This is an optimization exercise on Yosys and OpenROAD, whose aim is small area, not a production implementation.
In this exercise RTL edits were held to simulation tests only and were not proved equivalent to the original.
No activity file was given, so power comes from the tool's default toggle rates.

$ cat design/flow/config.mk
export PLATFORM = sky130hd
export DESIGN_NAME = alu_pipe
export DESIGN_NICKNAME = alu_pipe
export VERILOG_FILES = /design/flow/design.v
export SDC_FILE = /design/flow/constraint.sdc
export NUM_CORES = 4
export LEC_CHECK = 0
export CAP_MARGIN = 20
export CORE_MARGIN = 2
export CORE_UTILIZATION = 40
export SLEW_MARGIN = 20
$ cat design/flow/constraint.sdc
create_clock -name core_clock -period 4.0 [get_ports {clk}]
set_input_delay 0.8000 -clock core_clock [delete_from_list [all_inputs] [get_ports {clk}]]
set_output_delay 0.8000 -clock core_clock [all_outputs]
set_load 0.01 [all_outputs]
$ cat design/flow/design.v
module alu_pipe (
  input  logic        clk,
  input  logic [4:0]  sel,
  input  logic [31:0] data1,
  input  logic [31:0] data2,
  output logic [31:0] result
);
  logic [4:0]  sel_q;
  logic [31:0] data1_q, data2_q, alu_y;
  always_ff @(posedge clk) begin
    sel_q   <= sel;
    data1_q <= data1;
    data2_q <= data2;
    result  <= alu_y;
  end
  alu u_alu (.sel(sel_q), .data1(data1_q), .data2(data2_q), .result(alu_y));
endmodule

module alu (
  input  logic [4:0]  sel,
  input  logic [31:0] data1,
  input  logic [31:0] data2,
  output logic [31:0] result
);
  logic [31:0] a, b;
  assign a = data1;
  assign b = data2;
  logic lo, arith, inv, cin, cinn, e_pn, e_gn, s_shl, s_shr, s_sra, s_gt, s_lt;
  assign lo    = ~sel[4] & ~sel[3];
  assign arith = lo & ~sel[2] & ~sel[1];                  
  assign e_gn  = ~(lo & ~sel[2] & sel[1]);                
  assign e_pn  = ~(lo & ((~sel[2] & sel[1] & sel[0]) | (sel[2] & ~sel[1] & ~sel[0])));   
  assign s_shl = lo & sel[2] & ~sel[1] & sel[0];          
  assign s_shr = lo & sel[2] & sel[1];                    
  assign s_sra = lo & sel[2] & sel[1] & sel[0];           
  assign s_gt  = ~sel[4] & sel[3] & ~sel[2] & ~sel[1] & ~sel[0];   
  assign s_lt  = ~sel[4] & sel[3] & ~sel[2] & ~sel[1] & sel[0];    
  assign inv   = ~sel[4] & ~sel[2] & ~sel[1] & (sel[3] | sel[0]);   
  assign cin   = ~sel[4] & ~sel[2] & ~sel[1] & sel[0];              
  assign cinn  = ~cin;
  logic n1, n2, n3, n4, n5, n6, n7, n8, n9, n10, n11, n12;
  logic n13, n14, n15, n16, n17, n18, n19, n20, n21, n22, n23, n24;
  logic n25, n26, n27, n28, n29, n30, n31, n32, n33, n34, n35, n36;
  logic n37, n38, n39, n40, n41, n42, n43, n44, n45, n46, n47, n48;
  logic n49, n50, n51, n52, n53, n54, n55, n56, n57, n58, n59, n60;
  logic n61, n62, n63, n64, n65, n66, n67, n68, n69, n70, n71, n72;
  logic n73, n74, n75, n76, n77, n78, n79, n80, n81, n82, n83, n84;
  logic n85, n86, n87, n88, n89, n90, n91, n92, n93, n94, n95, n96;
  logic n97, n98, n99, n100, n101, n102, n103, n104, n105, n106, n107, n108;
  logic n109, n110, n111, n112, n113, n114, n115, n116, n117, n118, n119, n120;
  logic n121, n122, n123, n124, n125, n126, n127, n128, n129, n130, n131, n132;
  logic n133, n134, n135, n136, n137, n138, n139, n140, n141, n142, n143, n144;
  logic n145, n146, n147, n148, n149, n150, n151, n152, n153, n154, n155, n156;
  logic n157, n158, n159, n160, n161, n162, n163, n164, n165, n166, n167, n168;
  logic n169, n170, n171, n172, n173, n174, n175, n176, n177, n178, n179, n180;
  logic n181, n182, n183, n184, n185, n186, n187, n188, n189, n190, n191, n192;
  logic n193, n194, n195, n196, n197, n198, n199, n200, n201, n202, n203, n204;
  logic n205, n206, n207, n208, n209, n210, n211, n212, n213, n214, n215, n216;
  logic n217, n218, n219, n220, n221, n222, n223, n225, n227, n229, n231, n233;
  logic n235, n237, n239, n241, n243, n245, n247, n249, n251, n253, n255, n257;
  logic n259, n261, n263, n265, n267, n269, n271, n273, n275, n277, n279, n281;
  logic n283, n285;
  alu_xor2 g1 (.A(b[0]), .B(inv), .Y(n1));
  alu_xnor2 g2 (.A(a[0]), .B(n1), .Y(n2));
  alu_nand2 g3 (.A(a[0]), .B(n1), .Y(n3));
  alu_xor2 g4 (.A(b[1]), .B(inv), .Y(n4));
  alu_xnor2 g5 (.A(a[1]), .B(n4), .Y(n5));
  alu_nand2 g6 (.A(a[1]), .B(n4), .Y(n6));
  alu_xor2 g7 (.A(b[2]), .B(inv), .Y(n7));
  alu_xnor2 g8 (.A(a[2]), .B(n7), .Y(n8));
  alu_nand2 g9 (.A(a[2]), .B(n7), .Y(n9));
  alu_xor2 g10 (.A(b[3]), .B(inv), .Y(n10));
  alu_xnor2 g11 (.A(a[3]), .B(n10), .Y(n11));
  alu_nand2 g12 (.A(a[3]), .B(n10), .Y(n12));
  alu_xor2 g13 (.A(b[4]), .B(inv), .Y(n13));
  alu_xnor2 g14 (.A(a[4]), .B(n13), .Y(n14));
  alu_nand2 g15 (.A(a[4]), .B(n13), .Y(n15));
  alu_xor2 g16 (.A(b[5]), .B(inv), .Y(n16));
  alu_xnor2 g17 (.A(a[5]), .B(n16), .Y(n17));
  alu_nand2 g18 (.A(a[5]), .B(n16), .Y(n18));
  alu_xor2 g19 (.A(b[6]), .B(inv), .Y(n19));
  alu_xnor2 g20 (.A(a[6]), .B(n19), .Y(n20));
  alu_nand2 g21 (.A(a[6]), .B(n19), .Y(n21));
  alu_xor2 g22 (.A(b[7]), .B(inv), .Y(n22));
  alu_xnor2 g23 (.A(a[7]), .B(n22), .Y(n23));
  alu_nand2 g24 (.A(a[7]), .B(n22), .Y(n24));
  alu_xor2 g25 (.A(b[8]), .B(inv), .Y(n25));
  alu_xnor2 g26 (.A(a[8]), .B(n25), .Y(n26));
  alu_nand2 g27 (.A(a[8]), .B(n25), .Y(n27));
  alu_xor2 g28 (.A(b[9]), .B(inv), .Y(n28));
  alu_xnor2 g29 (.A(a[9]), .B(n28), .Y(n29));
  alu_nand2 g30 (.A(a[9]), .B(n28), .Y(n30));
  alu_xor2 g31 (.A(b[10]), .B(inv), .Y(n31));
  alu_xnor2 g32 (.A(a[10]), .B(n31), .Y(n32));
  alu_nand2 g33 (.A(a[10]), .B(n31), .Y(n33));
  alu_xor2 g34 (.A(b[11]), .B(inv), .Y(n34));
  alu_xnor2 g35 (.A(a[11]), .B(n34), .Y(n35));
  alu_nand2 g36 (.A(a[11]), .B(n34), .Y(n36));
  alu_xor2 g37 (.A(b[12]), .B(inv), .Y(n37));
  alu_xnor2 g38 (.A(a[12]), .B(n37), .Y(n38));
  alu_nand2 g39 (.A(a[12]), .B(n37), .Y(n39));
  alu_xor2 g40 (.A(b[13]), .B(inv), .Y(n40));
  alu_xnor2 g41 (.A(a[13]), .B(n40), .Y(n41));
  alu_nand2 g42 (.A(a[13]), .B(n40), .Y(n42));
  alu_xor2 g43 (.A(b[14]), .B(inv), .Y(n43));
  alu_xnor2 g44 (.A(a[14]), .B(n43), .Y(n44));
  alu_nand2 g45 (.A(a[14]), .B(n43), .Y(n45));
  alu_xor2 g46 (.A(b[15]), .B(inv), .Y(n46));
  alu_xnor2 g47 (.A(a[15]), .B(n46), .Y(n47));
  alu_nand2 g48 (.A(a[15]), .B(n46), .Y(n48));
  alu_xor2 g49 (.A(b[16]), .B(inv), .Y(n49));
  alu_xnor2 g50 (.A(a[16]), .B(n49), .Y(n50));
  alu_nand2 g51 (.A(a[16]), .B(n49), .Y(n51));
  alu_xor2 g52 (.A(b[17]), .B(inv), .Y(n52));
  alu_xnor2 g53 (.A(a[17]), .B(n52), .Y(n53));
  alu_nand2 g54 (.A(a[17]), .B(n52), .Y(n54));
  alu_xor2 g55 (.A(b[18]), .B(inv), .Y(n55));
  alu_xnor2 g56 (.A(a[18]), .B(n55), .Y(n56));
  alu_nand2 g57 (.A(a[18]), .B(n55), .Y(n57));
  alu_xor2 g58 (.A(b[19]), .B(inv), .Y(n58));
  alu_xnor2 g59 (.A(a[19]), .B(n58), .Y(n59));
  alu_nand2 g60 (.A(a[19]), .B(n58), .Y(n60));
  alu_xor2 g61 (.A(b[20]), .B(inv), .Y(n61));
  alu_xnor2 g62 (.A(a[20]), .B(n61), .Y(n62));
  alu_nand2 g63 (.A(a[20]), .B(n61), .Y(n63));
  alu_xor2 g64 (.A(b[21]), .B(inv), .Y(n64));
  alu_xnor2 g65 (.A(a[21]), .B(n64), .Y(n65));
  alu_nand2 g66 (.A(a[21]), .B(n64), .Y(n66));
  alu_xor2 g67 (.A(b[22]), .B(inv), .Y(n67));
  alu_xnor2 g68 (.A(a[22]), .B(n67), .Y(n68));
  alu_nand2 g69 (.A(a[22]), .B(n67), .Y(n69));
  alu_xor2 g70 (.A(b[23]), .B(inv), .Y(n70));
  alu_xnor2 g71 (.A(a[23]), .B(n70), .Y(n71));
  alu_nand2 g72 (.A(a[23]), .B(n70), .Y(n72));
  alu_xor2 g73 (.A(b[24]), .B(inv), .Y(n73));
  alu_xnor2 g74 (.A(a[24]), .B(n73), .Y(n74));
  alu_nand2 g75 (.A(a[24]), .B(n73), .Y(n75));
  alu_xor2 g76 (.A(b[25]), .B(inv), .Y(n76));
  alu_xnor2 g77 (.A(a[25]), .B(n76), .Y(n77));
  alu_nand2 g78 (.A(a[25]), .B(n76), .Y(n78));
  alu_xor2 g79 (.A(b[26]), .B(inv), .Y(n79));
  alu_xnor2 g80 (.A(a[26]), .B(n79), .Y(n80));
  alu_nand2 g81 (.A(a[26]), .B(n79), .Y(n81));
  alu_xor2 g82 (.A(b[27]), .B(inv), .Y(n82));
  alu_xnor2 g83 (.A(a[27]), .B(n82), .Y(n83));
  alu_nand2 g84 (.A(a[27]), .B(n82), .Y(n84));
  alu_xor2 g85 (.A(b[28]), .B(inv), .Y(n85));
  alu_xnor2 g86 (.A(a[28]), .B(n85), .Y(n86));
  alu_nand2 g87 (.A(a[28]), .B(n85), .Y(n87));
  alu_xor2 g88 (.A(b[29]), .B(inv), .Y(n88));
  alu_xnor2 g89 (.A(a[29]), .B(n88), .Y(n89));
  alu_nand2 g90 (.A(a[29]), .B(n88), .Y(n90));
  alu_xor2 g91 (.A(b[30]), .B(inv), .Y(n91));
  alu_xnor2 g92 (.A(a[30]), .B(n91), .Y(n92));
  alu_nand2 g93 (.A(a[30]), .B(n91), .Y(n93));
  alu_xor2 g94 (.A(b[31]), .B(inv), .Y(n94));
  alu_xnor2 g95 (.A(a[31]), .B(n94), .Y(n95));
  alu_nand2 g96 (.A(a[31]), .B(n94), .Y(n96));
  alu_oai21 g97 (.A1(n2), .A2(cinn), .B1(n3), .Y(n97));
  alu_inv g98 (.A(n97), .Y(n98));
  alu_oai21 g99 (.A1(n5), .A2(n98), .B1(n6), .Y(n99));
  alu_oai21 g100 (.A1(n11), .A2(n9), .B1(n12), .Y(n100));
  alu_nor2 g101 (.A(n11), .B(n8), .Y(n101));
  alu_oai21 g102 (.A1(n17), .A2(n15), .B1(n18), .Y(n102));
  alu_nor2 g103 (.A(n17), .B(n14), .Y(n103));
  alu_oai21 g104 (.A1(n23), .A2(n21), .B1(n24), .Y(n104));
  alu_nor2 g105 (.A(n23), .B(n20), .Y(n105));
  alu_oai21 g106 (.A1(n29), .A2(n27), .B1(n30), .Y(n106));
  alu_nor2 g107 (.A(n29), .B(n26), .Y(n107));
  alu_oai21 g108 (.A1(n35), .A2(n33), .B1(n36), .Y(n108));
  alu_nor2 g109 (.A(n35), .B(n32), .Y(n109));
  alu_oai21 g110 (.A1(n41), .A2(n39), .B1(n42), .Y(n110));
  alu_nor2 g111 (.A(n41), .B(n38), .Y(n111));
  alu_oai21 g112 (.A1(n47), .A2(n45), .B1(n48), .Y(n112));
  alu_nor2 g113 (.A(n47), .B(n44), .Y(n113));
  alu_oai21 g114 (.A1(n53), .A2(n51), .B1(n54), .Y(n114));
  alu_nor2 g115 (.A(n53), .B(n50), .Y(n115));
  alu_oai21 g116 (.A1(n59), .A2(n57), .B1(n60), .Y(n116));
  alu_nor2 g117 (.A(n59), .B(n56), .Y(n117));
  alu_oai21 g118 (.A1(n65), .A2(n63), .B1(n66), .Y(n118));
  alu_nor2 g119 (.A(n65), .B(n62), .Y(n119));
  alu_oai21 g120 (.A1(n71), .A2(n69), .B1(n72), .Y(n120));
  alu_nor2 g121 (.A(n71), .B(n68), .Y(n121));
  alu_oai21 g122 (.A1(n77), .A2(n75), .B1(n78), .Y(n122));
  alu_nor2 g123 (.A(n77), .B(n74), .Y(n123));
  alu_oai21 g124 (.A1(n83), .A2(n81), .B1(n84), .Y(n124));
  alu_nor2 g125 (.A(n83), .B(n80), .Y(n125));
  alu_oai21 g126 (.A1(n89), .A2(n87), .B1(n90), .Y(n126));
  alu_nor2 g127 (.A(n89), .B(n86), .Y(n127));
  alu_oai21 g128 (.A1(n95), .A2(n93), .B1(n96), .Y(n128));
  alu_nor2 g129 (.A(n95), .B(n92), .Y(n129));
  alu_aoi21 g130 (.A1(n101), .A2(n99), .B1(n100), .Y(n130));
  alu_aoi21 g131 (.A1(n105), .A2(n102), .B1(n104), .Y(n131));
  alu_nand2 g132 (.A(n105), .B(n103), .Y(n132));
  alu_aoi21 g133 (.A1(n109), .A2(n106), .B1(n108), .Y(n133));
  alu_nand2 g134 (.A(n109), .B(n107), .Y(n134));
  alu_aoi21 g135 (.A1(n113), .A2(n110), .B1(n112), .Y(n135));
  alu_nand2 g136 (.A(n113), .B(n111), .Y(n136));
  alu_aoi21 g137 (.A1(n117), .A2(n114), .B1(n116), .Y(n137));
  alu_nand2 g138 (.A(n117), .B(n115), .Y(n138));
  alu_aoi21 g139 (.A1(n121), .A2(n118), .B1(n120), .Y(n139));
  alu_nand2 g140 (.A(n121), .B(n119), .Y(n140));
  alu_aoi21 g141 (.A1(n125), .A2(n122), .B1(n124), .Y(n141));
  alu_nand2 g142 (.A(n125), .B(n123), .Y(n142));
  alu_aoi21 g143 (.A1(n129), .A2(n126), .B1(n128), .Y(n143));
  alu_nand2 g144 (.A(n129), .B(n127), .Y(n144));
  alu_oai21 g145 (.A1(n132), .A2(n130), .B1(n131), .Y(n145));
  alu_oai21 g146 (.A1(n136), .A2(n133), .B1(n135), .Y(n146));
  alu_nor2 g147 (.A(n136), .B(n134), .Y(n147));
  alu_oai21 g148 (.A1(n140), .A2(n137), .B1(n139), .Y(n148));
  alu_nor2 g149 (.A(n140), .B(n138), .Y(n149));
  alu_oai21 g150 (.A1(n144), .A2(n141), .B1(n143), .Y(n150));
  alu_nor2 g151 (.A(n144), .B(n142), .Y(n151));
  alu_aoi21 g152 (.A1(n147), .A2(n145), .B1(n146), .Y(n152));
  alu_aoi21 g153 (.A1(n151), .A2(n148), .B1(n150), .Y(n153));
  alu_nand2 g154 (.A(n151), .B(n149), .Y(n154));
  alu_oai21 g155 (.A1(n154), .A2(n152), .B1(n153), .Y(n155));
  alu_inv g156 (.A(n152), .Y(n156));
  alu_aoi21 g157 (.A1(n149), .A2(n156), .B1(n148), .Y(n157));
  alu_inv g158 (.A(n145), .Y(n158));
  alu_oai21 g159 (.A1(n134), .A2(n158), .B1(n133), .Y(n159));
  alu_oai21 g160 (.A1(n138), .A2(n152), .B1(n137), .Y(n160));
  alu_oai21 g161 (.A1(n142), .A2(n157), .B1(n141), .Y(n161));
  alu_inv g162 (.A(n130), .Y(n162));
  alu_aoi21 g163 (.A1(n103), .A2(n162), .B1(n102), .Y(n163));
  alu_aoi21 g164 (.A1(n107), .A2(n145), .B1(n106), .Y(n164));
  alu_aoi21 g165 (.A1(n111), .A2(n159), .B1(n110), .Y(n165));
  alu_aoi21 g166 (.A1(n115), .A2(n156), .B1(n114), .Y(n166));
  alu_aoi21 g167 (.A1(n119), .A2(n160), .B1(n118), .Y(n167));
  alu_inv g168 (.A(n157), .Y(n168));
  alu_aoi21 g169 (.A1(n123), .A2(n168), .B1(n122), .Y(n169));
  alu_aoi21 g170 (.A1(n127), .A2(n161), .B1(n126), .Y(n170));
  alu_inv g171 (.A(n99), .Y(n171));
  alu_oai21 g172 (.A1(n8), .A2(n171), .B1(n9), .Y(n172));
  alu_oai21 g173 (.A1(n14), .A2(n130), .B1(n15), .Y(n173));
  alu_oai21 g174 (.A1(n20), .A2(n163), .B1(n21), .Y(n174));
  alu_oai21 g175 (.A1(n26), .A2(n158), .B1(n27), .Y(n175));
  alu_oai21 g176 (.A1(n32), .A2(n164), .B1(n33), .Y(n176));
  alu_inv g177 (.A(n159), .Y(n177));
  alu_oai21 g178 (.A1(n38), .A2(n177), .B1(n39), .Y(n178));
  alu_oai21 g179 (.A1(n44), .A2(n165), .B1(n45), .Y(n179));
  alu_oai21 g180 (.A1(n50), .A2(n152), .B1(n51), .Y(n180));
  alu_oai21 g181 (.A1(n56), .A2(n166), .B1(n57), .Y(n181));
  alu_inv g182 (.A(n160), .Y(n182));
  alu_oai21 g183 (.A1(n62), .A2(n182), .B1(n63), .Y(n183));
  alu_oai21 g184 (.A1(n68), .A2(n167), .B1(n69), .Y(n184));
  alu_oai21 g185 (.A1(n74), .A2(n157), .B1(n75), .Y(n185));
  alu_oai21 g186 (.A1(n80), .A2(n169), .B1(n81), .Y(n186));
  alu_inv g187 (.A(n161), .Y(n187));
  alu_oai21 g188 (.A1(n86), .A2(n187), .B1(n87), .Y(n188));
  alu_oai21 g189 (.A1(n92), .A2(n170), .B1(n93), .Y(n189));
  alu_xnor2 g190 (.A(n2), .B(cin), .Y(n190));
  alu_xnor2 g191 (.A(n5), .B(n97), .Y(n191));
  alu_xnor2 g192 (.A(n8), .B(n99), .Y(n192));
  alu_xnor2 g193 (.A(n11), .B(n172), .Y(n193));
  alu_xor2 g194 (.A(n14), .B(n130), .Y(n194));
  alu_xnor2 g195 (.A(n17), .B(n173), .Y(n195));
  alu_xor2 g196 (.A(n20), .B(n163), .Y(n196));
  alu_xnor2 g197 (.A(n23), .B(n174), .Y(n197));
  alu_xnor2 g198 (.A(n26), .B(n145), .Y(n198));
  alu_xnor2 g199 (.A(n29), .B(n175), .Y(n199));
  alu_xor2 g200 (.A(n32), .B(n164), .Y(n200));
  alu_xnor2 g201 (.A(n35), .B(n176), .Y(n201));
  alu_xnor2 g202 (.A(n38), .B(n159), .Y(n202));
  alu_xnor2 g203 (.A(n41), .B(n178), .Y(n203));
  alu_xor2 g204 (.A(n44), .B(n165), .Y(n204));
  alu_xnor2 g205 (.A(n47), .B(n179), .Y(n205));
  alu_xor2 g206 (.A(n50), .B(n152), .Y(n206));
  alu_xnor2 g207 (.A(n53), .B(n180), .Y(n207));
  alu_xor2 g208 (.A(n56), .B(n166), .Y(n208));
  alu_xnor2 g209 (.A(n59), .B(n181), .Y(n209));
  alu_xnor2 g210 (.A(n62), .B(n160), .Y(n210));
  alu_xnor2 g211 (.A(n65), .B(n183), .Y(n211));
  alu_xor2 g212 (.A(n68), .B(n167), .Y(n212));
  alu_xnor2 g213 (.A(n71), .B(n184), .Y(n213));
  alu_xor2 g214 (.A(n74), .B(n157), .Y(n214));
  alu_xnor2 g215 (.A(n77), .B(n185), .Y(n215));
  alu_xor2 g216 (.A(n80), .B(n169), .Y(n216));
  alu_xnor2 g217 (.A(n83), .B(n186), .Y(n217));
  alu_xnor2 g218 (.A(n86), .B(n161), .Y(n218));
  alu_xnor2 g219 (.A(n89), .B(n188), .Y(n219));
  alu_xor2 g220 (.A(n92), .B(n170), .Y(n220));
  alu_xnor2 g221 (.A(n95), .B(n189), .Y(n221));
  alu_mux2 g222 (.A0(s_lt), .A1(s_gt), .S(n155), .X(n222));
  alu_aoi221 g223 (.A1(arith), .A2(n190), .B1(s_shr), .B2(a[1]), .C1(n222), .Y(n223));
  alu_oai221 g224 (.A1(e_pn), .A2(n2), .B1(e_gn), .B2(n3), .C1(n223), .Y(result[0]));
  alu_aoi222 g225 (.A1(arith), .A2(n191), .B1(s_shl), .B2(a[0]), .C1(s_shr), .C2(a[2]), .Y(n225));
  alu_oai221 g226 (.A1(e_pn), .A2(n5), .B1(e_gn), .B2(n6), .C1(n225), .Y(result[1]));
  alu_aoi222 g227 (.A1(arith), .A2(n192), .B1(s_shl), .B2(a[1]), .C1(s_shr), .C2(a[3]), .Y(n227));
  alu_oai221 g228 (.A1(e_pn), .A2(n8), .B1(e_gn), .B2(n9), .C1(n227), .Y(result[2]));
  alu_aoi222 g229 (.A1(arith), .A2(n193), .B1(s_shl), .B2(a[2]), .C1(s_shr), .C2(a[4]), .Y(n229));
  alu_oai221 g230 (.A1(e_pn), .A2(n11), .B1(e_gn), .B2(n12), .C1(n229), .Y(result[3]));
  alu_aoi222 g231 (.A1(arith), .A2(n194), .B1(s_shl), .B2(a[3]), .C1(s_shr), .C2(a[5]), .Y(n231));
  alu_oai221 g232 (.A1(e_pn), .A2(n14), .B1(e_gn), .B2(n15), .C1(n231), .Y(result[4]));
  alu_aoi222 g233 (.A1(arith), .A2(n195), .B1(s_shl), .B2(a[4]), .C1(s_shr), .C2(a[6]), .Y(n233));
  alu_oai221 g234 (.A1(e_pn), .A2(n17), .B1(e_gn), .B2(n18), .C1(n233), .Y(result[5]));
  alu_aoi222 g235 (.A1(arith), .A2(n196), .B1(s_shl), .B2(a[5]), .C1(s_shr), .C2(a[7]), .Y(n235));
  alu_oai221 g236 (.A1(e_pn), .A2(n20), .B1(e_gn), .B2(n21), .C1(n235), .Y(result[6]));
  alu_aoi222 g237 (.A1(arith), .A2(n197), .B1(s_shl), .B2(a[6]), .C1(s_shr), .C2(a[8]), .Y(n237));
  alu_oai221 g238 (.A1(e_pn), .A2(n23), .B1(e_gn), .B2(n24), .C1(n237), .Y(result[7]));
  alu_aoi222 g239 (.A1(arith), .A2(n198), .B1(s_shl), .B2(a[7]), .C1(s_shr), .C2(a[9]), .Y(n239));
  alu_oai221 g240 (.A1(e_pn), .A2(n26), .B1(e_gn), .B2(n27), .C1(n239), .Y(result[8]));
  alu_aoi222 g241 (.A1(arith), .A2(n199), .B1(s_shl), .B2(a[8]), .C1(s_shr), .C2(a[10]), .Y(n241));
  alu_oai221 g242 (.A1(e_pn), .A2(n29), .B1(e_gn), .B2(n30), .C1(n241), .Y(result[9]));
  alu_aoi222 g243 (.A1(arith), .A2(n200), .B1(s_shl), .B2(a[9]), .C1(s_shr), .C2(a[11]), .Y(n243));
  alu_oai221 g244 (.A1(e_pn), .A2(n32), .B1(e_gn), .B2(n33), .C1(n243), .Y(result[10]));
  alu_aoi222 g245 (.A1(arith), .A2(n201), .B1(s_shl), .B2(a[10]), .C1(s_shr), .C2(a[12]), .Y(n245));
  alu_oai221 g246 (.A1(e_pn), .A2(n35), .B1(e_gn), .B2(n36), .C1(n245), .Y(result[11]));
  alu_aoi222 g247 (.A1(arith), .A2(n202), .B1(s_shl), .B2(a[11]), .C1(s_shr), .C2(a[13]), .Y(n247));
  alu_oai221 g248 (.A1(e_pn), .A2(n38), .B1(e_gn), .B2(n39), .C1(n247), .Y(result[12]));
  alu_aoi222 g249 (.A1(arith), .A2(n203), .B1(s_shl), .B2(a[12]), .C1(s_shr), .C2(a[14]), .Y(n249));
  alu_oai221 g250 (.A1(e_pn), .A2(n41), .B1(e_gn), .B2(n42), .C1(n249), .Y(result[13]));
  alu_aoi222 g251 (.A1(arith), .A2(n204), .B1(s_shl), .B2(a[13]), .C1(s_shr), .C2(a[15]), .Y(n251));
  alu_oai221 g252 (.A1(e_pn), .A2(n44), .B1(e_gn), .B2(n45), .C1(n251), .Y(result[14]));
  alu_aoi222 g253 (.A1(arith), .A2(n205), .B1(s_shl), .B2(a[14]), .C1(s_shr), .C2(a[16]), .Y(n253));
  alu_oai221 g254 (.A1(e_pn), .A2(n47), .B1(e_gn), .B2(n48), .C1(n253), .Y(result[15]));
  alu_aoi222 g255 (.A1(arith), .A2(n206), .B1(s_shl), .B2(a[15]), .C1(s_shr), .C2(a[17]), .Y(n255));
  alu_oai221 g256 (.A1(e_pn), .A2(n50), .B1(e_gn), .B2(n51), .C1(n255), .Y(result[16]));
  alu_aoi222 g257 (.A1(arith), .A2(n207), .B1(s_shl), .B2(a[16]), .C1(s_shr), .C2(a[18]), .Y(n257));
  alu_oai221 g258 (.A1(e_pn), .A2(n53), .B1(e_gn), .B2(n54), .C1(n257), .Y(result[17]));
  alu_aoi222 g259 (.A1(arith), .A2(n208), .B1(s_shl), .B2(a[17]), .C1(s_shr), .C2(a[19]), .Y(n259));
  alu_oai221 g260 (.A1(e_pn), .A2(n56), .B1(e_gn), .B2(n57), .C1(n259), .Y(result[18]));
  alu_aoi222 g261 (.A1(arith), .A2(n209), .B1(s_shl), .B2(a[18]), .C1(s_shr), .C2(a[20]), .Y(n261));
  alu_oai221 g262 (.A1(e_pn), .A2(n59), .B1(e_gn), .B2(n60), .C1(n261), .Y(result[19]));
  alu_aoi222 g263 (.A1(arith), .A2(n210), .B1(s_shl), .B2(a[19]), .C1(s_shr), .C2(a[21]), .Y(n263));
  alu_oai221 g264 (.A1(e_pn), .A2(n62), .B1(e_gn), .B2(n63), .C1(n263), .Y(result[20]));
  alu_aoi222 g265 (.A1(arith), .A2(n211), .B1(s_shl), .B2(a[20]), .C1(s_shr), .C2(a[22]), .Y(n265));
  alu_oai221 g266 (.A1(e_pn), .A2(n65), .B1(e_gn), .B2(n66), .C1(n265), .Y(result[21]));
  alu_aoi222 g267 (.A1(arith), .A2(n212), .B1(s_shl), .B2(a[21]), .C1(s_shr), .C2(a[23]), .Y(n267));
  alu_oai221 g268 (.A1(e_pn), .A2(n68), .B1(e_gn), .B2(n69), .C1(n267), .Y(result[22]));
  alu_aoi222 g269 (.A1(arith), .A2(n213), .B1(s_shl), .B2(a[22]), .C1(s_shr), .C2(a[24]), .Y(n269));
  alu_oai221 g270 (.A1(e_pn), .A2(n71), .B1(e_gn), .B2(n72), .C1(n269), .Y(result[23]));
  alu_aoi222 g271 (.A1(arith), .A2(n214), .B1(s_shl), .B2(a[23]), .C1(s_shr), .C2(a[25]), .Y(n271));
  alu_oai221 g272 (.A1(e_pn), .A2(n74), .B1(e_gn), .B2(n75), .C1(n271), .Y(result[24]));
  alu_aoi222 g273 (.A1(arith), .A2(n215), .B1(s_shl), .B2(a[24]), .C1(s_shr), .C2(a[26]), .Y(n273));
  alu_oai221 g274 (.A1(e_pn), .A2(n77), .B1(e_gn), .B2(n78), .C1(n273), .Y(result[25]));
  alu_aoi222 g275 (.A1(arith), .A2(n216), .B1(s_shl), .B2(a[25]), .C1(s_shr), .C2(a[27]), .Y(n275));
  alu_oai221 g276 (.A1(e_pn), .A2(n80), .B1(e_gn), .B2(n81), .C1(n275), .Y(result[26]));
  alu_aoi222 g277 (.A1(arith), .A2(n217), .B1(s_shl), .B2(a[26]), .C1(s_shr), .C2(a[28]), .Y(n277));
  alu_oai221 g278 (.A1(e_pn), .A2(n83), .B1(e_gn), .B2(n84), .C1(n277), .Y(result[27]));
  alu_aoi222 g279 (.A1(arith), .A2(n218), .B1(s_shl), .B2(a[27]), .C1(s_shr), .C2(a[29]), .Y(n279));
  alu_oai221 g280 (.A1(e_pn), .A2(n86), .B1(e_gn), .B2(n87), .C1(n279), .Y(result[28]));
  alu_aoi222 g281 (.A1(arith), .A2(n219), .B1(s_shl), .B2(a[28]), .C1(s_shr), .C2(a[30]), .Y(n281));
  alu_oai221 g282 (.A1(e_pn), .A2(n89), .B1(e_gn), .B2(n90), .C1(n281), .Y(result[29]));
  alu_aoi222 g283 (.A1(arith), .A2(n220), .B1(s_shl), .B2(a[29]), .C1(s_shr), .C2(a[31]), .Y(n283));
  alu_oai221 g284 (.A1(e_pn), .A2(n92), .B1(e_gn), .B2(n93), .C1(n283), .Y(result[30]));
  alu_aoi222 g285 (.A1(arith), .A2(n221), .B1(s_shl), .B2(a[30]), .C1(s_sra), .C2(a[31]), .Y(n285));
  alu_oai221 g286 (.A1(e_pn), .A2(n95), .B1(e_gn), .B2(n96), .C1(n285), .Y(result[31]));
endmodule
module alu_xor2 (input logic A, B, output logic Y);
  assign Y = A ^ B;
endmodule
module alu_xnor2 (input logic A, B, output logic Y);
  assign Y = ~(A ^ B);
endmodule
module alu_nand2 (input logic A, B, output logic Y);
  assign Y = ~(A & B);
endmodule
module alu_nor2 (input logic A, B, output logic Y);
  assign Y = ~(A | B);
endmodule
module alu_inv (input logic A, output logic Y);
  assign Y = ~A;
endmodule
module alu_aoi21 (input logic A1, A2, B1, output logic Y);
  assign Y = ~((A1 & A2) | B1);
endmodule
module alu_oai21 (input logic A1, A2, B1, output logic Y);
  assign Y = ~((A1 | A2) & B1);
endmodule
module alu_aoi221 (input logic A1, A2, B1, B2, C1, output logic Y);
  assign Y = ~((A1 & A2) | (B1 & B2) | C1);
endmodule
module alu_aoi222 (input logic A1, A2, B1, B2, C1, C2, output logic Y);
  assign Y = ~((A1 & A2) | (B1 & B2) | (C1 & C2));
endmodule
module alu_oai221 (input logic A1, A2, B1, B2, C1, output logic Y);
  assign Y = ~((A1 | A2) & (B1 | B2) & C1);
endmodule
module alu_mux2 (input logic A0, A1, S, output logic X);
  assign X = S ? A1 : A0;
endmodule
$ cat design/flow/flow/run.sh
#!/bin/bash
# Own layout flow: the standard ORFS flow (standard.sh) with these changes:
#  - synthesis (flow/synth_cells.tcl): the standard flow's synthesis script, except that the ALU's gate
#    modules are mapped one-to-one onto sky130hd cells (flow/cells_map.v) before Yosys's synth,
#    ABC maps the rest with flow/abc.script, and no full/half-adder cells are extracted;
#  - port buffers are the smallest buffer, buf_1;
#  - clock tree from clkbuf_8 cells, without dummy loads;
#  - power (and so area) recovery after global routing.
# Each tool's full output is in the ORFS logs under orfs/logs/; make's output is in standard_flow.log.
set -euo pipefail
here=$(pwd)
export OWN_ABC_SCRIPT=$here/flow/abc.script
export OWN_CELL_MAP=$here/flow/cells_map.v
bash standard.sh \
  SYNTH_SCRIPT=$here/flow/synth_cells.tcl \
  ADDER_MAP_FILE= \
  "BUFFER_PORTS_ARGS=-buffer_cell sky130_fd_sc_hd__buf_1" \
  "CTS_ARGS=-sink_clustering_enable -repair_clock_nets -buf_list sky130_fd_sc_hd__clkbuf_8 -root_buf sky130_fd_sc_hd__clkbuf_8 -dont_use_dummy_load" \
  RECOVER_POWER=100 \
  finish > standard_flow.log 2>&1
$ cat design/flow/flow/abc.script
strash
dch -f
map -B 0.9
topo
stime -c
$ cat design/flow/flow/cells_map.v
// Generated by gen/gen2.py map: maps the ALU's gate modules (alu_*) onto sky130hd cells.
module alu_xor2 (input A, B, output Y);
  sky130_fd_sc_hd__xor2_1 _TECHMAP_REPLACE_ (.A(A), .B(B), .X(Y));
endmodule
module alu_xnor2 (input A, B, output Y);
  sky130_fd_sc_hd__xnor2_1 _TECHMAP_REPLACE_ (.A(A), .B(B), .Y(Y));
endmodule
module alu_nand2 (input A, B, output Y);
  sky130_fd_sc_hd__nand2_1 _TECHMAP_REPLACE_ (.A(A), .B(B), .Y(Y));
endmodule
module alu_nor2 (input A, B, output Y);
  sky130_fd_sc_hd__nor2_1 _TECHMAP_REPLACE_ (.A(A), .B(B), .Y(Y));
endmodule
module alu_inv (input A, output Y);
  sky130_fd_sc_hd__inv_1 _TECHMAP_REPLACE_ (.A(A), .Y(Y));
endmodule
module alu_aoi21 (input A1, A2, B1, output Y);
  sky130_fd_sc_hd__a21oi_1 _TECHMAP_REPLACE_ (.A1(A1), .A2(A2), .B1(B1), .Y(Y));
endmodule
module alu_oai21 (input A1, A2, B1, output Y);
  sky130_fd_sc_hd__o21ai_1 _TECHMAP_REPLACE_ (.A1(A1), .A2(A2), .B1(B1), .Y(Y));
endmodule
module alu_oai22 (input A1, A2, B1, B2, output Y);
  sky130_fd_sc_hd__o22ai_1 _TECHMAP_REPLACE_ (.A1(A1), .A2(A2), .B1(B1), .B2(B2), .Y(Y));
endmodule
module alu_aoi22 (input A1, A2, B1, B2, output Y);
  sky130_fd_sc_hd__a22oi_1 _TECHMAP_REPLACE_ (.A1(A1), .A2(A2), .B1(B1), .B2(B2), .Y(Y));
endmodule
module alu_aoi221 (input A1, A2, B1, B2, C1, output Y);
  sky130_fd_sc_hd__a221oi_1 _TECHMAP_REPLACE_ (.A1(A1), .A2(A2), .B1(B1), .B2(B2), .C1(C1), .Y(Y));
endmodule
module alu_aoi222 (input A1, A2, B1, B2, C1, C2, output Y);
  sky130_fd_sc_hd__a222oi_1 _TECHMAP_REPLACE_ (.A1(A1), .A2(A2), .B1(B1), .B2(B2), .C1(C1), .C2(C2), .Y(Y));
endmodule
module alu_nand2b (input A_N, B, output Y);
  sky130_fd_sc_hd__nand2b_1 _TECHMAP_REPLACE_ (.A_N(A_N), .B(B), .Y(Y));
endmodule
module alu_oai221 (input A1, A2, B1, B2, C1, output Y);
  sky130_fd_sc_hd__o221ai_1 _TECHMAP_REPLACE_ (.A1(A1), .A2(A2), .B1(B1), .B2(B2), .C1(C1), .Y(Y));
endmodule
module alu_mux2 (input A0, A1, S, output X);
  sky130_fd_sc_hd__mux2_1 _TECHMAP_REPLACE_ (.A0(A0), .A1(A1), .S(S), .X(X));
endmodule
$ cat design/flow/flow/synth_cells.tcl
# The standard flow's synthesis script (synth_recipe.tcl) with two changes for this design:
#  - before Yosys's first synth pass, the ALU's gate modules (alu_xor2, alu_oai21, ...) are
#    mapped one-to-one onto the sky130hd cells of the same function (OWN_CELL_MAP), so the
#    hand-built adder and output multiplexer keep their structure;
#  - ABC maps the remaining logic (the operation decode) with the script in OWN_ABC_SCRIPT.
set ::own_cells_mapped 0
proc synth {args} {
  if { !$::own_cells_mapped } {
    set ::own_cells_mapped 1
    yosys techmap -map $::env(OWN_CELL_MAP) alu
  }
  yosys synth -nofsm -noshare {*}$args
}
proc abc {args} {
  set i [lsearch -exact $args -script]
  if { $i >= 0 && [info exists ::env(OWN_ABC_SCRIPT)] } {
    lset args [expr {$i + 1}] $::env(OWN_ABC_SCRIPT)
  }
  puts "abc wrapper: abc $args"
  yosys abc {*}$args
}
source $::env(SCRIPTS_DIR)/synth.tcl
# left out here: clear keep_hierarchy, flatten, clean up, hide names made inside functions, write 1_2_yosys.v
$ cat design/flow/standard.sh
#!/bin/bash
# synth_recipe.tcl (not shown) runs the flow's synth.tcl, then flattens the netlist and writes it again
# the make line also repeats each setting of config.mk as NAME=value (left out here)
make -C /OpenROAD-flow-scripts/flow DESIGN_CONFIG=/design/flow/config.mk WORK_HOME=/design/flow/orfs CLKGATE_MAP_FILE= SYNTH_SCRIPT=/design/flow/synth_recipe.tcl "${@:-finish}"
==> flow_summary.toml, run 1 <==
[run_status]
status = "timing/DRC/antenna clean"

[critical_path]
worstSetupPathType = "flop to flop"
crit_arrival_ps = 3970
reg2reg_depth = 19
crit_path_start_kind = "flop"
regToRegEndpoint = "result[27]"
cpMaxStageDelayCell = "dfxtp_1"
reg2reg_from = "sel_q[2]"
ff2ff_setup_slack_ps = 230
crit_required_ps = 4200
path_buf_inv = 4
crit_path_max_fanout = 16
crit_chain = "nor2_2, nand3_2, nand2_8, buf_6, xor2_1, xnor2_2, o21ai_1, a21oi_1, o21ai_1, a21oi_2, inv_1, a21oi_1, buf_4, inv_1, a21oi_1, o21ai_1, xnor2_1, a222oi_1, o221ai_1"
max_stage_delay_ps = 350
cp_top_family = "compound AO/OA/AOI/OAI gates"
cp-end-kind = "flop"

[floorplan]
die_x_um = 105.4
initial_core_util_pct = 40.59
core-area_um2 = 10140
die_h_um = 105.4
rows = 37
die_area_um2 = 11120
io_pins = 102

[logic_synthesis]
synth_enable_flop_cells = 0
synth-xor-area-share_pct = 20.43
synth_top_family_by_area = "compound AO/OA/AOI/OAI gates"
synth-compound-area-share_pct = 21.62
yosysUniqueCellTypes = 15
seq_area_frac_synth_pct = 49.13
syn_inst = 412
synth_fp_nets = 482
yosysMostFrequentCell = "dfxtp_1"
synth.area.top_cells = "dfxtp_1 49%, xnor2_1 11%, xor2_1 8.9%"
synth.ff_latch_count = 101
synthArstFlopShare_pct = 0
synth_fa_ha_area_share_pct = 0
yosys.area.top_type_share_pct = 49.13
synth.avg_cell_area_um2 = 9.988
yosys.area.top_type = "dfxtp_1"
synthMuxAreaShare_pct = 0.2736
synth_area_um2 = 4115
netlist_top_cells_count = "101 x dfxtp_1, 54 x xnor2_1, 48 x nand2_1, 42 x xor2_1, 40 x o21ai_1"
synth_ff_type = "dfxtp_1"
synth-simple-area-share_pct = 7.267
synth_warnings = 1

[detailed_routing]
drt_pass1_iterations = 6
vias = 3579
first_iter_violations = 280
wl_mm = 10.02
drc = 0
via_per_inst = 5.350
avgRoutedWirePerCell_um = 14.98
final_antenna_net_count = 0

[grt]
antenna_found_initial = 0
grt_pass1_wl_mm = 15.92
grt_start_max_net_pins = 33
overflow = 0
grt_pass1_vias = 3406
gr-usage-all-layers_pct = 17.78

[sta]
fin_crit_sh_pct = 94.17
hold_violations = 0
setup_viol = 0
worst_pin_slew_ps = 1104
whs_ps = 517.3
layout_setup_ws_ps = 233.2
slew_violations = 0
slew_headroom_pct = 26.32
timing.fmax_mhz = 265.5
finalCriticalPeriod_ps = 3767
fin_skew_ps = 23.55

[power]
p_sw_mw = 0.6174
clkPwrFrac_pct = 23.4
netSwitchingFraction_pct = 29.36
p_per_area_nw_per_um2 = 423.2
power.total_mw = 2.103
leakage_nw = 1.852
pwr-share-seq_pct = 53.2
p_int_mw = 1.485
comb_power_share_pct = 23.4
ir_drop_v = 0.0001798

[job]
max_cap_viol_count = 0

[placed_design]
hpwl_mm = 6.963
io_buffers = 101
dpl-instance-area_um2 = 4770
gp_congestion = 0.8189
dpl_worst_slack_ps = 44.60

[layout]
finalInstanceArea_um2 = 4969
nets = 605
drive_above_1_share_pct = 6.754
area_delta_synth_final_pct = 20.74
final_util_pct = 49.01
insertedDiodeCount = 0

[clocking]
clock_path_buffers = 2
htreeDepth = 3
clkTransAtPathRegs_ps = 90
insertion_delay_ps = 360
cts_tree = "done"
root_buffer = "clkbuf_8"
cts_made_buffers = 9
cts.sinks = 101

[hold_path]
min-delay-path-class = "input pin to flop"
min_from = "data1[8]"
hold_depth = 1
hold_path_end = "data1_q[8]"
-- metrics by stage --
step,std cells,TNS (ps)
finish,669,0
global route,669,-92.90
CTS,668,0
detailed placement,659,0
global placement,659,0
floorplan,412,0
-- worst max path at each step --
stage / slack, ps / start / cells after the start / end
3_3_place_gp: 210 / sel_q[2] / 19 / result[27]
5_1_grt: -40 / sel_q[2] / 19 / result[27]
6_report: 230 / sel_q[2] / 19 / result[27]
3_5_place_dp: 40 / sel_q[1] / 20 / result[27]
2_1_floorplan: 50 / sel_q[2] / 19 / result[31]
4_1_cts: 20 / sel_q[1] / 20 / result[27]
-- layout by cell type, fill, tap and decap left out, drive strengths merged --
cell / netlist / layout
a21oi: 18 / 18
a221oi: 1 / 1
a222oi: 31 / 31
buf: 0 / 112
clkbuf: 0 / 9
clkinv: 5 / 5
dfxtp: 101 / 101
inv: 9 / 9
mux2: 1 / 1
nand2: 48 / 48
nand3: 4 / 4
nor2: 25 / 25
nor3: 1 / 1
o21ai: 40 / 40
o221ai: 32 / 32
xnor2: 54 / 54
xor2: 42 / 42
-- per-layer routing --
layer	wire length (µm)	part of all wire (%)	GRT usage (%)	vias to the layer above
met5	0	0	0	-
met4	187	1.9	7.143	0
met3	578	5.8	3.649	20
met2	4923	49	29.95	140
met1	4331	43	22.17	1652
li1	-	-	-	1767
-- sequential cells by signal (all words and copies together) (netlist names) --
name / count
result: 32
data1_q: 32
sel_q: 5
data2_q: 32
-- power by group through the flow --
| stage | Combinational (mW) | Sequential (mW) | Clock [mW] |
|---|---|---|---|
| after global routing | 0.542 | 1.13 | 0.554 |
| after global placement | 0.464 | 1.14 | 0 |
| after detailed placement | 0.469 | 1.14 | 0 |
| after floorplan | 0.337 | 1.15 | 0 |
| after CTS | 0.474 | 1.12 | 0.515 |
| final | 0.492 | 1.12 | 0.492 |
-- logic make-up (layout without fill, tap and decap cells) --
logic type                count (synthesis)  in the layout
AOI/OAI and AO/OA                       122            122
DFF                                     101            101
and+or+nand+nor                          78             78
muxes                                     1              1
xor gates and xnor gates                 96             96
buffers and inverters                    14            135
-- final cells by class --
type / count / area, µm²
clock buffers: 9 / 123.9
fillers: 989 / 5170
inverters: 14 / 52.55
multi-input cells: 297 / 2135
flip-flops and latches: 101 / 2022
well taps: 136 / 170.2
repair buffers: 112 / 465.4
-- what timing repair did --
item | in CTS | in global routing
gates resized for setup | 0 | 12
hold buffers | 0 | 0
buffers inserted | 0 | 1
endpoints found under the setup margin | 0 | 13
==> run 2: changes to the inputs <==
--- a/design/flow/design.v
+++ b/design/flow/design.v
@@ -60,102 +60,102 @@
   logic n235, n237, n239, n241, n243, n245, n247, n249, n251, n253, n255, n257;
   logic n259, n261, n263, n265, n267, n269, n271, n273, n275, n277, n279, n281;
   logic n283, n285;
-  alu_xor2 g1 (.A(b[0]), .B(inv), .Y(n1));
-  alu_xnor2 g2 (.A(a[0]), .B(n1), .Y(n2));
-  alu_nand2 g3 (.A(a[0]), .B(n1), .Y(n3));
-  alu_xor2 g4 (.A(b[1]), .B(inv), .Y(n4));
-  alu_xnor2 g5 (.A(a[1]), .B(n4), .Y(n5));
-  alu_nand2 g6 (.A(a[1]), .B(n4), .Y(n6));
-  alu_xor2 g7 (.A(b[2]), .B(inv), .Y(n7));
-  alu_xnor2 g8 (.A(a[2]), .B(n7), .Y(n8));
-  alu_nand2 g9 (.A(a[2]), .B(n7), .Y(n9));
-  alu_xor2 g10 (.A(b[3]), .B(inv), .Y(n10));
-  alu_xnor2 g11 (.A(a[3]), .B(n10), .Y(n11));
-  alu_nand2 g12 (.A(a[3]), .B(n10), .Y(n12));
-  alu_xor2 g13 (.A(b[4]), .B(inv), .Y(n13));
-  alu_xnor2 g14 (.A(a[4]), .B(n13), .Y(n14));
-  alu_nand2 g15 (.A(a[4]), .B(n13), .Y(n15));
-  alu_xor2 g16 (.A(b[5]), .B(inv), .Y(n16));
-  alu_xnor2 g17 (.A(a[5]), .B(n16), .Y(n17));
-  alu_nand2 g18 (.A(a[5]), .B(n16), .Y(n18));
-  alu_xor2 g19 (.A(b[6]), .B(inv), .Y(n19));
-  alu_xnor2 g20 (.A(a[6]), .B(n19), .Y(n20));
-  alu_nand2 g21 (.A(a[6]), .B(n19), .Y(n21));
-  alu_xor2 g22 (.A(b[7]), .B(inv), .Y(n22));
-  alu_xnor2 g23 (.A(a[7]), .B(n22), .Y(n23));
-  alu_nand2 g24 (.A(a[7]), .B(n22), .Y(n24));
-  alu_xor2 g25 (.A(b[8]), .B(inv), .Y(n25));
-  alu_xnor2 g26 (.A(a[8]), .B(n25), .Y(n26));
-  alu_nand2 g27 (.A(a[8]), .B(n25), .Y(n27));
-  alu_xor2 g28 (.A(b[9]), .B(inv), .Y(n28));
-  alu_xnor2 g29 (.A(a[9]), .B(n28), .Y(n29));
-  alu_nand2 g30 (.A(a[9]), .B(n28), .Y(n30));
-  alu_xor2 g31 (.A(b[10]), .B(inv), .Y(n31));
-  alu_xnor2 g32 (.A(a[10]), .B(n31), .Y(n32));
-  alu_nand2 g33 (.A(a[10]), .B(n31), .Y(n33));
-  alu_xor2 g34 (.A(b[11]), .B(inv), .Y(n34));
-  alu_xnor2 g35 (.A(a[11]), .B(n34), .Y(n35));
-  alu_nand2 g36 (.A(a[11]), .B(n34), .Y(n36));
-  alu_xor2 g37 (.A(b[12]), .B(inv), .Y(n37));
-  alu_xnor2 g38 (.A(a[12]), .B(n37), .Y(n38));
-  alu_nand2 g39 (.A(a[12]), .B(n37), .Y(n39));
-  alu_xor2 g40 (.A(b[13]), .B(inv), .Y(n40));
-  alu_xnor2 g41 (.A(a[13]), .B(n40), .Y(n41));
-  alu_nand2 g42 (.A(a[13]), .B(n40), .Y(n42));
-  alu_xor2 g43 (.A(b[14]), .B(inv), .Y(n43));
-  alu_xnor2 g44 (.A(a[14]), .B(n43), .Y(n44));
-  alu_nand2 g45 (.A(a[14]), .B(n43), .Y(n45));
-  alu_xor2 g46 (.A(b[15]), .B(inv), .Y(n46));
-  alu_xnor2 g47 (.A(a[15]), .B(n46), .Y(n47));
-  alu_nand2 g48 (.A(a[15]), .B(n46), .Y(n48));
-  alu_xor2 g49 (.A(b[16]), .B(inv), .Y(n49));
-  alu_xnor2 g50 (.A(a[16]), .B(n49), .Y(n50));
-  alu_nand2 g51 (.A(a[16]), .B(n49), .Y(n51));
-  alu_xor2 g52 (.A(b[17]), .B(inv), .Y(n52));
-  alu_xnor2 g53 (.A(a[17]), .B(n52), .Y(n53));
-  alu_nand2 g54 (.A(a[17]), .B(n52), .Y(n54));
-  alu_xor2 g55 (.A(b[18]), .B(inv), .Y(n55));
-  alu_xnor2 g56 (.A(a[18]), .B(n55), .Y(n56));
-  alu_nand2 g57 (.A(a[18]), .B(n55), .Y(n57));
-  alu_xor2 g58 (.A(b[19]), .B(inv), .Y(n58));
-  alu_xnor2 g59 (.A(a[19]), .B(n58), .Y(n59));
-  alu_nand2 g60 (.A(a[19]), .B(n58), .Y(n60));
-  alu_xor2 g61 (.A(b[20]), .B(inv), .Y(n61));
-  alu_xnor2 g62 (.A(a[20]), .B(n61), .Y(n62));
-  alu_nand2 g63 (.A(a[20]), .B(n61), .Y(n63));
-  alu_xor2 g64 (.A(b[21]), .B(inv), .Y(n64));
-  alu_xnor2 g65 (.A(a[21]), .B(n64), .Y(n65));
-  alu_nand2 g66 (.A(a[21]), .B(n64), .Y(n66));
-  alu_xor2 g67 (.A(b[22]), .B(inv), .Y(n67));
-  alu_xnor2 g68 (.A(a[22]), .B(n67), .Y(n68));
-  alu_nand2 g69 (.A(a[22]), .B(n67), .Y(n69));
-  alu_xor2 g70 (.A(b[23]), .B(inv), .Y(n70));
-  alu_xnor2 g71 (.A(a[23]), .B(n70), .Y(n71));
-  alu_nand2 g72 (.A(a[23]), .B(n70), .Y(n72));
-  alu_xor2 g73 (.A(b[24]), .B(inv), .Y(n73));
-  alu_xnor2 g74 (.A(a[24]), .B(n73), .Y(n74));
-  alu_nand2 g75 (.A(a[24]), .B(n73), .Y(n75));
-  alu_xor2 g76 (.A(b[25]), .B(inv), .Y(n76));
-  alu_xnor2 g77 (.A(a[25]), .B(n76), .Y(n77));
-  alu_nand2 g78 (.A(a[25]), .B(n76), .Y(n78));
-  alu_xor2 g79 (.A(b[26]), .B(inv), .Y(n79));
-  alu_xnor2 g80 (.A(a[26]), .B(n79), .Y(n80));
-  alu_nand2 g81 (.A(a[26]), .B(n79), .Y(n81));
-  alu_xor2 g82 (.A(b[27]), .B(inv), .Y(n82));
-  alu_xnor2 g83 (.A(a[27]), .B(n82), .Y(n83));
-  alu_nand2 g84 (.A(a[27]), .B(n82), .Y(n84));
-  alu_xor2 g85 (.A(b[28]), .B(inv), .Y(n85));
-  alu_xnor2 g86 (.A(a[28]), .B(n85), .Y(n86));
-  alu_nand2 g87 (.A(a[28]), .B(n85), .Y(n87));
-  alu_xor2 g88 (.A(b[29]), .B(inv), .Y(n88));
-  alu_xnor2 g89 (.A(a[29]), .B(n88), .Y(n89));
-  alu_nand2 g90 (.A(a[29]), .B(n88), .Y(n90));
-  alu_xor2 g91 (.A(b[30]), .B(inv), .Y(n91));
-  alu_xnor2 g92 (.A(a[30]), .B(n91), .Y(n92));
-  alu_nand2 g93 (.A(a[30]), .B(n91), .Y(n93));
-  alu_xor2 g94 (.A(b[31]), .B(inv), .Y(n94));
-  alu_xnor2 g95 (.A(a[31]), .B(n94), .Y(n95));
-  alu_nand2 g96 (.A(a[31]), .B(n94), .Y(n96));
+  alu_xor2 g1 (.A(a[0]), .B(b[0]), .Y(n1));
+  alu_xnor2 g2 (.A(n1), .B(inv), .Y(n2));
+  alu_nand2 g3 (.A(a[0]), .B(n2), .Y(n3));
+  alu_xor2 g4 (.A(a[1]), .B(b[1]), .Y(n4));
+  alu_xnor2 g5 (.A(n4), .B(inv), .Y(n5));
+  alu_nand2 g6 (.A(a[1]), .B(n5), .Y(n6));
+  alu_xor2 g7 (.A(a[2]), .B(b[2]), .Y(n7));
+  alu_xnor2 g8 (.A(n7), .B(inv), .Y(n8));
+  alu_nand2 g9 (.A(a[2]), .B(n8), .Y(n9));
+  alu_xor2 g10 (.A(a[3]), .B(b[3]), .Y(n10));
+  alu_xnor2 g11 (.A(n10), .B(inv), .Y(n11));
+  alu_nand2 g12 (.A(a[3]), .B(n11), .Y(n12));
+  alu_xor2 g13 (.A(a[4]), .B(b[4]), .Y(n13));
+  alu_xnor2 g14 (.A(n13), .B(inv), .Y(n14));
+  alu_nand2 g15 (.A(a[4]), .B(n14), .Y(n15));
+  alu_xor2 g16 (.A(a[5]), .B(b[5]), .Y(n16));
+  alu_xnor2 g17 (.A(n16), .B(inv), .Y(n17));
+  alu_nand2 g18 (.A(a[5]), .B(n17), .Y(n18));
+  alu_xor2 g19 (.A(a[6]), .B(b[6]), .Y(n19));
+  alu_xnor2 g20 (.A(n19), .B(inv), .Y(n20));
+  alu_nand2 g21 (.A(a[6]), .B(n20), .Y(n21));
+  alu_xor2 g22 (.A(a[7]), .B(b[7]), .Y(n22));
+  alu_xnor2 g23 (.A(n22), .B(inv), .Y(n23));
+  alu_nand2 g24 (.A(a[7]), .B(n23), .Y(n24));
+  alu_xor2 g25 (.A(a[8]), .B(b[8]), .Y(n25));
+  alu_xnor2 g26 (.A(n25), .B(inv), .Y(n26));
+  alu_nand2 g27 (.A(a[8]), .B(n26), .Y(n27));
+  alu_xor2 g28 (.A(a[9]), .B(b[9]), .Y(n28));
+  alu_xnor2 g29 (.A(n28), .B(inv), .Y(n29));
+  alu_nand2 g30 (.A(a[9]), .B(n29), .Y(n30));
+  alu_xor2 g31 (.A(a[10]), .B(b[10]), .Y(n31));
+  alu_xnor2 g32 (.A(n31), .B(inv), .Y(n32));
+  alu_nand2 g33 (.A(a[10]), .B(n32), .Y(n33));
+  alu_xor2 g34 (.A(a[11]), .B(b[11]), .Y(n34));
+  alu_xnor2 g35 (.A(n34), .B(inv), .Y(n35));
+  alu_nand2 g36 (.A(a[11]), .B(n35), .Y(n36));
+  alu_xor2 g37 (.A(a[12]), .B(b[12]), .Y(n37));
+  alu_xnor2 g38 (.A(n37), .B(inv), .Y(n38));
+  alu_nand2 g39 (.A(a[12]), .B(n38), .Y(n39));
+  alu_xor2 g40 (.A(a[13]), .B(b[13]), .Y(n40));
+  alu_xnor2 g41 (.A(n40), .B(inv), .Y(n41));
+  alu_nand2 g42 (.A(a[13]), .B(n41), .Y(n42));
+  alu_xor2 g43 (.A(a[14]), .B(b[14]), .Y(n43));
+  alu_xnor2 g44 (.A(n43), .B(inv), .Y(n44));
+  alu_nand2 g45 (.A(a[14]), .B(n44), .Y(n45));
+  alu_xor2 g46 (.A(a[15]), .B(b[15]), .Y(n46));
+  alu_xnor2 g47 (.A(n46), .B(inv), .Y(n47));
+  alu_nand2 g48 (.A(a[15]), .B(n47), .Y(n48));
+  alu_xor2 g49 (.A(a[16]), .B(b[16]), .Y(n49));
+  alu_xnor2 g50 (.A(n49), .B(inv), .Y(n50));
+  alu_nand2 g51 (.A(a[16]), .B(n50), .Y(n51));
+  alu_xor2 g52 (.A(a[17]), .B(b[17]), .Y(n52));
+  alu_xnor2 g53 (.A(n52), .B(inv), .Y(n53));
+  alu_nand2 g54 (.A(a[17]), .B(n53), .Y(n54));
+  alu_xor2 g55 (.A(a[18]), .B(b[18]), .Y(n55));
+  alu_xnor2 g56 (.A(n55), .B(inv), .Y(n56));
+  alu_nand2 g57 (.A(a[18]), .B(n56), .Y(n57));
+  alu_xor2 g58 (.A(a[19]), .B(b[19]), .Y(n58));
+  alu_xnor2 g59 (.A(n58), .B(inv), .Y(n59));
+  alu_nand2 g60 (.A(a[19]), .B(n59), .Y(n60));
+  alu_xor2 g61 (.A(a[20]), .B(b[20]), .Y(n61));
+  alu_xnor2 g62 (.A(n61), .B(inv), .Y(n62));
+  alu_nand2 g63 (.A(a[20]), .B(n62), .Y(n63));
+  alu_xor2 g64 (.A(a[21]), .B(b[21]), .Y(n64));
+  alu_xnor2 g65 (.A(n64), .B(inv), .Y(n65));
+  alu_nand2 g66 (.A(a[21]), .B(n65), .Y(n66));
+  alu_xor2 g67 (.A(a[22]), .B(b[22]), .Y(n67));
+  alu_xnor2 g68 (.A(n67), .B(inv), .Y(n68));
+  alu_nand2 g69 (.A(a[22]), .B(n68), .Y(n69));
+  alu_xor2 g70 (.A(a[23]), .B(b[23]), .Y(n70));
+  alu_xnor2 g71 (.A(n70), .B(inv), .Y(n71));
+  alu_nand2 g72 (.A(a[23]), .B(n71), .Y(n72));
+  alu_xor2 g73 (.A(a[24]), .B(b[24]), .Y(n73));
+  alu_xnor2 g74 (.A(n73), .B(inv), .Y(n74));
+  alu_nand2 g75 (.A(a[24]), .B(n74), .Y(n75));
+  alu_xor2 g76 (.A(a[25]), .B(b[25]), .Y(n76));
+  alu_xnor2 g77 (.A(n76), .B(inv), .Y(n77));
+  alu_nand2 g78 (.A(a[25]), .B(n77), .Y(n78));
+  alu_xor2 g79 (.A(a[26]), .B(b[26]), .Y(n79));
+  alu_xnor2 g80 (.A(n79), .B(inv), .Y(n80));
+  alu_nand2 g81 (.A(a[26]), .B(n80), .Y(n81));
+  alu_xor2 g82 (.A(a[27]), .B(b[27]), .Y(n82));
+  alu_xnor2 g83 (.A(n82), .B(inv), .Y(n83));
+  alu_nand2 g84 (.A(a[27]), .B(n83), .Y(n84));
+  alu_xor2 g85 (.A(a[28]), .B(b[28]), .Y(n85));
+  alu_xnor2 g86 (.A(n85), .B(inv), .Y(n86));
+  alu_nand2 g87 (.A(a[28]), .B(n86), .Y(n87));
+  alu_xor2 g88 (.A(a[29]), .B(b[29]), .Y(n88));
+  alu_xnor2 g89 (.A(n88), .B(inv), .Y(n89));
+  alu_nand2 g90 (.A(a[29]), .B(n89), .Y(n90));
+  alu_xor2 g91 (.A(a[30]), .B(b[30]), .Y(n91));
+  alu_xnor2 g92 (.A(n91), .B(inv), .Y(n92));
+  alu_nand2 g93 (.A(a[30]), .B(n92), .Y(n93));
+  alu_xor2 g94 (.A(a[31]), .B(b[31]), .Y(n94));
+  alu_xnor2 g95 (.A(n94), .B(inv), .Y(n95));
+  alu_nand2 g96 (.A(a[31]), .B(n95), .Y(n96));
   alu_oai21 g97 (.A1(n2), .A2(cinn), .B1(n3), .Y(n97));
   alu_inv g98 (.A(n97), .Y(n98));
   alu_oai21 g99 (.A1(n5), .A2(n98), .B1(n6), .Y(n99));
==> run 2 against run 1 <==
  * Clock skew fell by 6.0 ps
  * Fmax rose by 2.3%
  * Still clean on timing, DRC and antenna
  * Clock-buffer cell count did not move
  * Largest power group unchanged
  * Largest cell class unchanged
==> flow_summary.toml, run 2 <==
[logic_synthesis]
yosysMostFrequentCell = "dfxtp_1"
synth.ff_latch_count = 101
synth_ff_type = "dfxtp_1"
netlist_top_cells_count = "101 x dfxtp_1, 54 x xnor2_1, 48 x nand2_1, 42 x xor2_1, 40 x o21ai_1"
synth_enable_flop_cells = 0
synth.avg_cell_area_um2 = 9.988
synth_fp_nets = 482
yosysUniqueCellTypes = 15
yosys.area.top_type = "dfxtp_1"
synthArstFlopShare_pct = 0
synth_warnings = 1
syn_inst = 412
synth.area.top_cells = "dfxtp_1 49%, xnor2_1 11%, xor2_1 8.9%"
seq_area_frac_synth_pct = 49.13
yosys.area.top_type_share_pct = 49.13
synth_area_um2 = 4115

[detailed_routing]
via_per_inst = 5.365
vias = 3616
first_iter_violations = 367
final_antenna_net_count = 0
avgRoutedWirePerCell_um = 14.66
drt_pass1_iterations = 13
drc = 0
wl_mm = 9.879

[clocking]
cts_tree = "done"
clock_path_buffers = 2
insertion_delay_ps = 360
cts_made_buffers = 9
htreeDepth = 3
root_buffer = "clkbuf_8"
clkTransAtPathRegs_ps = 80
cts.sinks = 101
hold_buffers = 0

[sta]
fin_skew_ps = 17.56
worst_pin_slew_ps = 502.3
slew_violations = 0
slew_headroom_pct = 66.28
finalCriticalPeriod_ps = 3683
setup_tns_ps = 0
hold_violations = 0
timing.fmax_mhz = 271.5
setup_viol = 0
fin_crit_sh_pct = 92.07
rsz0062_at_grt = "false"
whs_ps = 524.1

[power]
leakage_nw = 1.805
ir_drop_v = 0.0001894
p_per_area_nw_per_um2 = 430.2

[layout]
layout_common_cells = "101 x dfxtp_1, 101 x buf_1, 51 x xnor2_1"
final_util_pct = 48.81
nFillCells = 1004
regArea_um2 = 2022
multi_input_area_um2 = 2085
reg.largest.list = "data1_q x32, data2_q x32, result x32"
drive_above_1_share_pct = 5.762
area_delta_synth_final_pct = 20.25
insertedDiodeCount = 0
nets = 610

[floorplan]
io_pins = 102
die_area_um2 = 11120
die_h_um = 105.4
initial_core_util_pct = 40.59
core-area_um2 = 10140
die_x_um = 105.4
rows = 37

[grt]
gr-usage-all-layers_pct = 17.36
grt_pass1_vias = 3295
overflow = 0
grt_start_max_net_pins = 33
grt_pass1_wl_mm = 15.41
antenna_found_initial = 0

[critical_path]
cp-end-kind = "flop"
cp_top_family = "compound AO/OA/AOI/OAI gates"
crit_chain = "nor2_1, nand3_1, nand2_4, xnor2_2, nand2_1, o21ai_1, inv_1, o21ai_1, a21oi_2, o21ai_1, clkbuf_1, inv_1, o21ai_1, a21oi_1, o21ai_0, xnor2_1, a222oi_1, o221ai_1"
worstSetupPathType = "flop to flop"
path_buf_inv = 3
cpMaxStageDelayCell = "a222oi_1"
crit_required_ps = 4220
max_stage_delay_ps = 350
crit_path_max_fanout = 10
crit_arrival_ps = 3900
cp_common_cell = "o21ai_1"
crit_path_start_kind = "flop"

[placed_design]
gp_congestion = 0.7879
hpwl_mm = 6.779
io_buffers = 101

[job]
max_cap_viol_count = 0

[run_status]
status = "timing/DRC/antenna clean"

[hold_path]
min-delay-path-class = "input pin to flop"
==> run 2: cell count changes in the layout (fill, tap and decap cells not counted), moves of 2 or more <==
cell,previous run,this run
o21ai_0,0,11
o21ai_1,37,29
buf_4,10,13
o21ai_2,3,0
clkbuf_1,0,2
nand3_1,2,4
nand3_2,2,0
==> run 2: cell families after synthesis <==
kind of cell    count (synthesis)  synth area share [%]
simple gates                   78                 7.266
xor+xnor                       96                 20.43
flops                         101                 49.13
compound gates                122                 21.62
buf+inv                        14                 1.277
mux                             1                0.2736
==> run 2: area by class of cell <==
| cell class | count | share of cell area [%] |
|---|---|---|
| clock buffer | 9 | 2.503 |
| inverter | 14 | 1.062 |
| multi-input combinational | 297 | 42.12 |
| sequential | 101 | 40.86 |
| tap | 136 | 3.439 |
| timing repair buffer | 117 | 10.01 |
==> run 2: stage by stage <==
step	instances	area (µm²)	total power [mW]	setup WS [ps]
finish	674	4949	2.129	317.3
global route	674	4949	2.251	10.11
CTS	668	4881	2.145	84.49
detailed placement	659	4757	1.651	113.3
global placement	659	4757	1.642	310.5
floorplan	412	4123	1.515	75.79
==> run 2: metal layers <==
metal / vias to the layer above / wire [µm] / GRT usage [%]
met3: 13 / 794 / 3.649
li1: 1777 / - / -
met2: 171 / 4631 / 27.79
met1: 1655 / 4325 / 22.93
met5: - / 0 / 0
met4: 0 / 126 / 6.667
==> run 2: worst paths after layout <==
path / start / to / slack (ps) / depth (start not counted)
worst max-delay path: sel_q[2] / result[15] / 320 / 18
worst min-delay path: data2[7] / data2_q[7] / 520 / 1
worst max register to register: sel_q[2] / result[15] / 320 / 18
worst min register to register: data1_q[31] / result[31] / 580 / 2
==> run 2: report_power, final <==
part | internal, mW | switching, mW | total (mW) | leakage [nW]
combinational | 0.218 | 0.302 | 0.520 | 0.894
sequential | 1.08 | 0.0433 | 1.12 | 0.846
clock | 0.202 | 0.288 | 0.490 | 0.0647
==> run 2: repair_timing <==
action,4_1_cts,5_1_grt
endpoints found under the setup margin,0,7
setup buffers,0,6
gates resized for setup,0,6
endpoints found under the hold margin,0,0
==> run 2: worst reg2reg max path: stages, from the launching register on <==
cell and delay (ps):
dfxtp_1 340, nor2_1 190, nand3_1 190, nand2_4 200, xnor2_2 170, nand2_1 100, o21ai_1 140, inv_1 60
o21ai_1 280, a21oi_2 150, o21ai_1 200, clkbuf_1 200, inv_1 70, o21ai_1 260, a21oi_1 140, o21ai_0 240
xnor2_1 100, a222oi_1 350, o221ai_1 180

==> port drivers added, routing unchanged <==
How much do the figures lean on ideal ports? The routed layouts below were timed once more, with nothing changed but the port constraints.
Step 1 assumes that a clkbuf_16 drives the clock port and a buf_2 every other input.
Step 2 adds t to the input delays and takes it off the output delays; t is the mean of the earliest and latest rising clock arrival at the registers after step 1. Input paths then give back, and output paths get back, about the clock's delay inside the block.
a / b / c = ideal / step 1 / step 2; a / b = the first two.
run	shift t [ns]	setup WS [ns]	worst hold slack (ns)	worst register clock-pin slew, ns
run 1	0.384	0.233 / 0.233 / 0.233	0.517 / 0.507 / 0.597	0.09 / 0.09
run 2	0.383	0.317 / 0.317 / 0.317	0.524 / 0.515 / 0.579	0.08 / 0.08
After both steps setup and hold are still met in every run listed.
